Source: an optimization exercise on an open RTL-to-GDS flow (aim: small area). Production flows keep margins and buffers that such runs may drop.
At most, simulation tests tie the RTL to the original design; equivalence was not proved.
No driver is modelled on the clock port, so clocking that relies on it looks cheaper here than on a real chip.
No activity file was given, so power comes from the tool's default toggle rates.

==> run D: inputs <==
==> flow/design.v <==
module uart_rx
(
    input clock,
    input n_reset,
    input rx,
    output reg [2:0] rx_class,
    output wire rx_ready
);
localparam [3:0] S_IDLE = 4'd12, S_RDY = 4'd14, S_START = 4'd8, S_DONE = 4'd15, S_B0 = 4'd0, S_B1 = 4'd3, S_B2 = 4'd7, S_B3 = 4'd6, S_B4 = 4'd4, S_B5 = 4'd5, S_B6 = 4'd1, S_B7 = 4'd2, S_B8 = 4'd13, S_B9 = 4'd9;
reg rx_sync_1;
reg rx_sync_2;
reg [3:0] st;
reg [7:0] baud_counter;
wire idle = (st == S_IDLE) || (st == S_RDY);
wire tick = (baud_counter == 8'd233);
assign rx_ready = (st == S_RDY);
always @(posedge clock or negedge n_reset)
begin
    if (!n_reset)
      begin
        rx_sync_1 <= 1;
        rx_sync_2 <= 1;
        st <= S_IDLE;
      end
    else
      begin
        rx_sync_1 <= rx;
        rx_sync_2 <= rx_sync_1;
        case (st)
            S_IDLE, S_RDY: st <= rx_sync_2 ? S_IDLE : S_START;
            S_START: if (tick) st <= rx_sync_2 ? S_IDLE : S_B0;
            S_B0: if (tick) st <= S_B1;
            S_B1: if (tick) st <= S_B2;
            S_B2: if (tick) st <= S_B3;
            S_B3: if (tick) st <= S_B4;
            S_B4: if (tick) st <= S_B5;
            S_B5: if (tick) st <= S_B6;
            S_B6: if (tick) st <= S_B7;
            S_B7: if (tick) st <= S_B8;
            S_B8: if (tick) st <= S_B9;
            S_B9: if (tick) st <= S_DONE;
            S_DONE: st <= S_RDY;
            default: st <= S_IDLE;
        endcase
      end
end
always @(posedge clock)
begin
    if (idle)
        baud_counter <= 8'd150;
    else if (tick)
        baud_counter <= 8'd22;
    else
        baud_counter <= {baud_counter[6:0], ^(baud_counter & 8'h8e)};
end
wire b = rx_sync_2;
wire mis = ((st == S_B3 || st == S_B4 || st == S_B5 || st == S_B7) && b) || (st == S_B6 && (b != rx_class[2]));
always @(posedge clock)
begin
    if (tick)
      begin
        if (st == S_B0) rx_class[0] <= b;
        else if (mis) rx_class[0] <= 1'b1;
        if (st == S_B1) rx_class[1] <= b;
        if (st == S_B2) rx_class[2] <= b ^ (rx_class[1] | rx_class[0]);
        else if (mis) rx_class[2] <= 1'b0;
      end
end
endmodule
module uart_tx
(
    input clock,
    input n_reset,
    input send,
    input send_r,
    output reg tx,
    output wire tx_busy
);
localparam [3:0] T_IDLE = 4'd15, T_PEND = 4'd14, T_DONE = 4'd7, T_B0 = 4'd0, T_B1 = 4'd1, T_B2 = 4'd2, T_B3 = 4'd3, T_B4 = 4'd4, T_B5 = 4'd5, T_B6 = 4'd6, T_B7 = 4'd11, T_B8 = 4'd8, T_B9 = 4'd9, T_B10 = 4'd10;
reg [3:0] idx;
reg [7:0] baud_counter;
reg is_r;
wire tick = (baud_counter == 8'd11);
wire free = (idx == T_IDLE) || (idx == T_DONE);
assign tx_busy = !(idx == T_IDLE || idx == T_PEND);
always @(*)
    case (idx)
        T_B1, T_B5, T_B7, T_B9: tx = 1'b0;
        T_B2, T_B4: tx = !is_r;
        T_B3, T_B6: tx = is_r;
        default: tx = 1'b1;
    endcase
always @(posedge clock or negedge n_reset)
begin
    if (!n_reset)
        idx <= T_IDLE;
    else
        case (idx)
            T_IDLE, T_DONE: idx <= send ? T_PEND : T_IDLE;
            T_PEND: idx <= T_B0;
            T_B0: if (tick) idx <= T_B1;
            T_B1: if (tick) idx <= T_B2;
            T_B2: if (tick) idx <= T_B3;
            T_B3: if (tick) idx <= T_B4;
            T_B4: if (tick) idx <= T_B5;
            T_B5: if (tick) idx <= T_B6;
            T_B6: if (tick) idx <= T_B7;
            T_B7: if (tick) idx <= T_B8;
            T_B8: if (tick) idx <= T_B9;
            T_B9: if (tick) idx <= T_B10;
            T_B10: if (tick) idx <= T_DONE;
            default: idx <= T_IDLE;
        endcase
end
always @(posedge clock)
begin
    if (idx == T_PEND || tick)
        baud_counter <= 8'hff;
    else
        baud_counter <= {baud_counter[6:0], ^(baud_counter & 8'h8e)};
end
always @(posedge clock)
begin
    if (free && send)
        is_r <= send_r;
end
endmodule
module out_trigger
(
    input clock,
    input n_reset,
    input new_pattern_in,
    input [1:0] pulse_rate,    
    output wire [5:0] led
);
localparam [3:0] P_IDLE = 4'd0, P_SEL = 4'd14, P_S0 = 4'd2, P_L1 = 4'd3, P_L2 = 4'd5, P_L3 = 4'd4, P_L4 = 4'd6, P_L5 = 4'd7, P_L6 = 4'd9, P_L7 = 4'd8, P_L8 = 4'd10, P_L9 = 4'd11, P_L10 = 4'd1;
reg [3:0] st;
reg [14:0] pre;
reg pulse;
always @(*)
    case (st)
        P_L1, P_L2, P_L3, P_L4, P_L5, P_L6, P_L7, P_L8, P_L9, P_L10: pulse = 1'b1;
        default: pulse = 1'b0;
    endcase
wire pre_end = (pre == (15'd21474 ^ 15'h2aaa));
assign led = {5'b11111, !pulse};
always @(posedge clock or negedge n_reset)
begin
    if (!n_reset)
        st <= P_IDLE;
    else
        case (st)
            P_IDLE: if (new_pattern_in) st <= P_SEL;
            P_SEL: st <= P_S0;
            P_S0:
                case (pulse_rate)
                    2'b01: st <= P_L1;
                    2'b10: st <= P_L2;
                    2'b11: st <= P_L5;
                    default: st <= P_L10;
                endcase
            P_L1: if (pre_end) st <= P_IDLE;
            P_L2: if (pre_end) st <= P_L1;
            P_L3: if (pre_end) st <= P_L2;
            P_L4: if (pre_end) st <= P_L3;
            P_L5: if (pre_end) st <= P_L4;
            P_L6: if (pre_end) st <= P_L5;
            P_L7: if (pre_end) st <= P_L6;
            P_L8: if (pre_end) st <= P_L7;
            P_L9: if (pre_end) st <= P_L8;
            P_L10: if (pre_end) st <= P_L9;
            default: st <= P_IDLE;
        endcase
end
always @(posedge clock)
begin
    if (!pulse || pre_end)
        pre <= 15'd1 ^ 15'h2aaa;
    else
        pre <= {~pre[13:0], pre[14] ~^ pre[13]};
end
endmodule
module top #(parameter  BAUDRATE =  115200,
                        CLOCK_FREQ = 27000000)
(
    input sys_clk,           
    input sys_rst_n,         
    input rx,
    input button,
    output wire tx,
    output wire [5:0] led    
);
wire [2:0] rx_class;
wire rx_ready;
wire tx_busy;
reg button_prev;
reg [1:0] state;
uart_rx rx1 (.clock(sys_clk), .n_reset(sys_rst_n), .rx(rx), .rx_class(rx_class), .rx_ready(rx_ready));
uart_tx tx1 (.clock(sys_clk), .n_reset(sys_rst_n), .send(state[1]), .send_r(state[0]), .tx(tx), .tx_busy(tx_busy));
out_trigger outt1 (.clock(sys_clk), .n_reset(sys_rst_n), .new_pattern_in(state == 2'b11), .pulse_rate(rx_class[1:0]), .led(led));
always @(posedge sys_clk or negedge sys_rst_n)
begin
    if (!sys_rst_n)
      begin
        button_prev <= 0;
        state <= 2'b00;
      end
    else
      begin
        button_prev <= button;
        case (state)
            2'b00:
                if (rx_ready)
                    state <= {1'b0, rx_class != 3'b000};
                else if (button_prev && !button && !tx_busy)
                    state <= 2'b10;
            2'b01:
                state <= {rx_class[2], rx_class[2]};
            default:
                state <= 2'b00;
        endcase
      end
end
endmodule
==> flow/flow/run.sh <==
#!/bin/bash
# Standard ORFS layout with two changes: ports are buffered with the smallest buffer, and the
# clock is buffered by hand (pre_cts.tcl: a few clkbuf_8, each feeding a group of nearby
# registers) instead of by TritonCTS's H-tree with its dummy loads.
set -euo pipefail
here=$(pwd)
export BUFFER_PORTS_ARGS="-buffer_cell sky130_fd_sc_hd__buf_1"
export MANUAL_CLK_BUF=sky130_fd_sc_hd__clkbuf_8
export MANUAL_CLK_N=3
export PRE_CTS_TCL="$here/flow/pre_cts.tcl"
bash standard.sh > "$here/standard.log" 2>&1
==> flow/flow/pre_cts.tcl <==
# clock buffers between the clock port and the register clock pins: the registers are split
# into MANUAL_CLK_N groups by position, each group fed by one buffer at its centre
set block [ord::get_db_block]
set clk_net [$block findNet sys_clk]
set dbu [[ord::get_db_tech] getDbUnitsPerMicron]
set sinks {}
foreach it [$clk_net getITerms] {
  set bb [[$it getInst] getBBox]
  lappend sinks [list [expr {([$bb xMin] + [$bb xMax]) / 2.0 / $dbu}] [expr {([$bb yMin] + [$bb yMax]) / 2.0 / $dbu}] [$it getInst]]
}
set ngroups $::env(MANUAL_CLK_N)
# split along the wider side
set xs [lmap s $sinks {lindex $s 0}]
set ys [lmap s $sinks {lindex $s 1}]
set xr [expr {[tcl::mathfunc::max {*}$xs] - [tcl::mathfunc::min {*}$xs]}]
set yr [expr {[tcl::mathfunc::max {*}$ys] - [tcl::mathfunc::min {*}$ys]}]
set key [expr {$xr >= $yr ? 0 : 1}]
set sinks [lsort -real -index $key $sinks]
set n [llength $sinks]
for {set g 0} {$g < $ngroups} {incr g} {
  set lo [expr {$g * $n / $ngroups}]
  set hi [expr {($g + 1) * $n / $ngroups - 1}]
  set grp [lrange $sinks $lo $hi]
  set sx 0; set sy 0; set pins {}
  foreach s $grp {
    set sx [expr {$sx + [lindex $s 0]}]
    set sy [expr {$sy + [lindex $s 1]}]
    lappend pins [get_pins [[lindex $s 2] getName]/CLK]
  }
  set x [expr {$sx / [llength $grp]}]
  set y [expr {$sy / [llength $grp]}]
  puts "clock buffer $g for [llength $grp] registers at $x $y"
  insert_buffer -buffer_cell $::env(MANUAL_CLK_BUF) -net sys_clk -load_pins $pins -location [list $x $y] -buffer_name clkbuf_$g -net_name clknet_$g
}
global_connect
detailed_placement
==> flow/standard.sh <==
#!/bin/bash
# synth_recipe.tcl (not shown) runs the flow's synth.tcl, then flattens the netlist and writes it again
# the make line also repeats each setting of config.mk as NAME=value (left out here)
make -C /OpenROAD-flow-scripts/flow DESIGN_CONFIG=/design/flow/config.mk WORK_HOME=/design/flow/orfs CLKGATE_MAP_FILE= SYNTH_SCRIPT=/design/flow/synth_recipe.tcl "${@:-finish}"
==> flow/config.mk <==
export PLATFORM = sky130hd
export DESIGN_NAME = top
export DESIGN_NICKNAME = top
export VERILOG_FILES = /design/flow/design.v
export SDC_FILE = /design/flow/constraint.sdc
export NUM_CORES = 4
export LEC_CHECK = 0
export CAP_MARGIN = 20
export CORE_MARGIN = 2
export CORE_UTILIZATION = 40
export SLEW_MARGIN = 20
==> flow/constraint.sdc <==
create_clock -name core_clock -period 10.0 [get_ports {sys_clk}]
set_input_delay 2.0000 -clock core_clock [delete_from_list [all_inputs] [get_ports {sys_clk}]]
set_output_delay 2.0000 -clock core_clock [all_outputs]
set_load 0.01 [all_outputs]
==> run Z (differences from run D) <==
==> flow/design.v, changed modules only <==
module uart_rx
(
    input clock,
    input n_reset,
    input rx,
    output reg [2:0] rx_class,
    output wire rx_ready
);
localparam [3:0] S_IDLE = 4'd12, S_RDY = 4'd11, S_START = 4'd15, S_DONE = 4'd10,
                 S_B0 = 4'd0, S_B1 = 4'd1, S_B2 = 4'd2, S_B3 = 4'd3, S_B4 = 4'd4,
                 S_B5 = 4'd5, S_B6 = 4'd6, S_B7 = 4'd7, S_B8 = 4'd8, S_B9 = 4'd9;
reg rx_sync_1;
reg rx_sync_2;
reg [3:0] st;
reg [7:0] baud_counter;
wire idle = (st == S_IDLE) || (st == S_RDY);
wire tick = (baud_counter == 8'd233);
assign rx_ready = (st == S_RDY);
always @(posedge clock or negedge n_reset)
begin
    if (!n_reset)
      begin
        rx_sync_1 <= 1;
        rx_sync_2 <= 1;
        st <= S_IDLE;
      end
    else
      begin
        rx_sync_1 <= rx;
        rx_sync_2 <= rx_sync_1;
        case (st)
            S_IDLE, S_RDY: st <= rx_sync_2 ? S_IDLE : S_START;
            S_START: if (tick) st <= rx_sync_2 ? S_IDLE : S_B0;
            S_B0: if (tick) st <= S_B1;
            S_B1: if (tick) st <= S_B2;
            S_B2: if (tick) st <= S_B3;
            S_B3: if (tick) st <= S_B4;
            S_B4: if (tick) st <= S_B5;
            S_B5: if (tick) st <= S_B6;
            S_B6: if (tick) st <= S_B7;
            S_B7: if (tick) st <= S_B8;
            S_B8: if (tick) st <= S_B9;
            S_B9: if (tick) st <= S_DONE;
            S_DONE: st <= S_RDY;
            default: st <= S_IDLE;
        endcase
      end
end
always @(posedge clock)
begin
    if (idle)
        baud_counter <= 8'd150;
    else if (tick)
        baud_counter <= 8'd22;
    else
        baud_counter <= {baud_counter[6:0], ^(baud_counter & 8'h8e)};
end
wire b = rx_sync_2;
wire mis = ((st == S_B3 || st == S_B4 || st == S_B5 || st == S_B7) && b) || (st == S_B6 && (b != rx_class[2]));
always @(posedge clock)
begin
    if (tick)
      begin
        if (st == S_B0) rx_class[0] <= b;
        else if (mis) rx_class[0] <= 1'b1;
        if (st == S_B1) rx_class[1] <= b;
        if (st == S_B2) rx_class[2] <= b ^ (rx_class[1] | rx_class[0]);
        else if (mis) rx_class[2] <= 1'b0;
      end
end
endmodule
module uart_tx
(
    input clock,
    input n_reset,
    input send,
    input send_r,
    output reg tx,
    output wire tx_busy
);
localparam [3:0] T_IDLE = 4'd12, T_PEND = 4'd15, T_DONE = 4'd11,
                 T_B0 = 4'd0, T_B1 = 4'd1, T_B2 = 4'd2, T_B3 = 4'd3, T_B4 = 4'd4, T_B5 = 4'd5,
                 T_B6 = 4'd6, T_B7 = 4'd7, T_B8 = 4'd8, T_B9 = 4'd9, T_B10 = 4'd10;
reg [3:0] idx;
reg [7:0] baud_counter;
reg is_r;
wire tick = (baud_counter == 8'd11);
wire free = (idx == T_IDLE) || (idx == T_DONE);
assign tx_busy = !(idx == T_IDLE || idx == T_PEND);
always @(*)
    case (idx)
        T_B1, T_B5, T_B7, T_B9: tx = 1'b0;
        T_B2, T_B4: tx = !is_r;
        T_B3, T_B6: tx = is_r;
        default: tx = 1'b1;
    endcase
always @(posedge clock or negedge n_reset)
begin
    if (!n_reset)
        idx <= T_IDLE;
    else
        case (idx)
            T_IDLE, T_DONE: idx <= send ? T_PEND : T_IDLE;
            T_PEND: idx <= T_B0;
            T_B0: if (tick) idx <= T_B1;
            T_B1: if (tick) idx <= T_B2;
            T_B2: if (tick) idx <= T_B3;
            T_B3: if (tick) idx <= T_B4;
            T_B4: if (tick) idx <= T_B5;
            T_B5: if (tick) idx <= T_B6;
            T_B6: if (tick) idx <= T_B7;
            T_B7: if (tick) idx <= T_B8;
            T_B8: if (tick) idx <= T_B9;
            T_B9: if (tick) idx <= T_B10;
            T_B10: if (tick) idx <= T_DONE;
            default: idx <= T_IDLE;
        endcase
end
always @(posedge clock)
begin
    if (idx == T_PEND || tick)
        baud_counter <= 8'hff;
    else
        baud_counter <= {baud_counter[6:0], ^(baud_counter & 8'h8e)};
end
always @(posedge clock)
begin
    if (free && send)
        is_r <= send_r;
end
endmodule
module out_trigger
(
    input clock,
    input n_reset,
    input new_pattern_in,
    input [1:0] pulse_rate,    
    output wire [5:0] led
);
reg [1:0] phase;
reg [14:0] pre;
reg [3:0] mult;
wire pulse = phase[1] && !phase[0];
wire pre_end = (pre == 15'd21474);
wire last = pre_end && (mult == 4'd10);
assign led = {5'b11111, !pulse};
always @(posedge clock or negedge n_reset)
begin
    if (!n_reset)
        phase <= 2'b00;
    else
      begin
        phase[0] <= !phase[1] && (phase[0] || new_pattern_in);
        phase[1] <= phase[0] || (phase[1] && !last);
      end
end
always @(posedge clock)
begin
    if (!pulse || pre_end)
        pre <= 15'd1;
    else
        pre <= {pre[13:0], pre[14] ^ pre[13]};
    if (!pulse)
        mult <= {1'b1, !pulse_rate[0], pulse_rate[0] && !pulse_rate[1], pulse_rate[1]};
    else if (pre_end)
        mult <= {mult[2:0], mult[3] ^ mult[2]};
end
endmodule
==> flow/run.sh (new file) <==
#!/bin/bash
# synth_recipe.tcl (not shown) runs the flow's synth.tcl, then flattens the netlist and writes it again
# the make line also repeats each setting of config.mk as NAME=value (left out here)
make -C /OpenROAD-flow-scripts/flow DESIGN_CONFIG=/design/flow/config.mk WORK_HOME=/design/flow/orfs CLKGATE_MAP_FILE= SYNTH_SCRIPT=/design/flow/synth_recipe.tcl finish
removed: flow/flow/run.sh
removed: flow/flow/pre_cts.tcl
removed: flow/standard.sh
==> qor summary <==
| item | run D | run Z |
|---|---|---|
| Area share of fa/ha/maj cells after synthesis | 1.50% | 1.62% |
| Length of routed met3 wiring | 97 um | 96 um |
| Number of global-route vias before repair | 1466 | 1393 |
| Seq cells post-synth | 52 | 54 |
| Combined buffer and inverter count along the critical path | 1 | 2 |
| Combinational Power Share | 1.3% | 1.0% |
| Comb_multi_in | 163 | 158 |
| Outcome | no timing/DRC/antenna violations | no timing/DRC/antenna violations |
| Global routing met1 resource utilization | 18.7% | 17.3% |
| Die outline width | 80.4 um | 80.2 um |
| CP max FO | 9 | 18 |
| Yosys cell types | 63 | 51 |
| Die area | 0.00646 sq mm | 0.00643 sq mm |
| Clock Latency Late Sink | 160 ps | 300 ps |
For run Z, only the layout was checked, not whether the RTL still works.

afterwards: timing with drivers on the ports:
Ports are ideal in the flow. The routed layouts listed here were re-timed in OpenROAD.
Step 1 assumes that a clkbuf_16 drives the clock port and a buf_2 every other input.
Step 2 moves the port delays by t, midway between the first and last clock arrival at a register: inputs arrive t later, outputs are due t later. That takes back most of the time a late clock gives input paths.
Slacks: ideal / step 1 / step 2; pairs: ideal / step 1.
run | t, ns | setup slack, ns | clock arrival spread, ns
run D | 0.200 | 6.564 / 6.520 / 6.720 | 0.007 / 0.008
run Z | 0.321 | 5.819 / 5.791 / 6.112 | 0.010 / 0.010
After both steps every run listed still meets setup and hold.
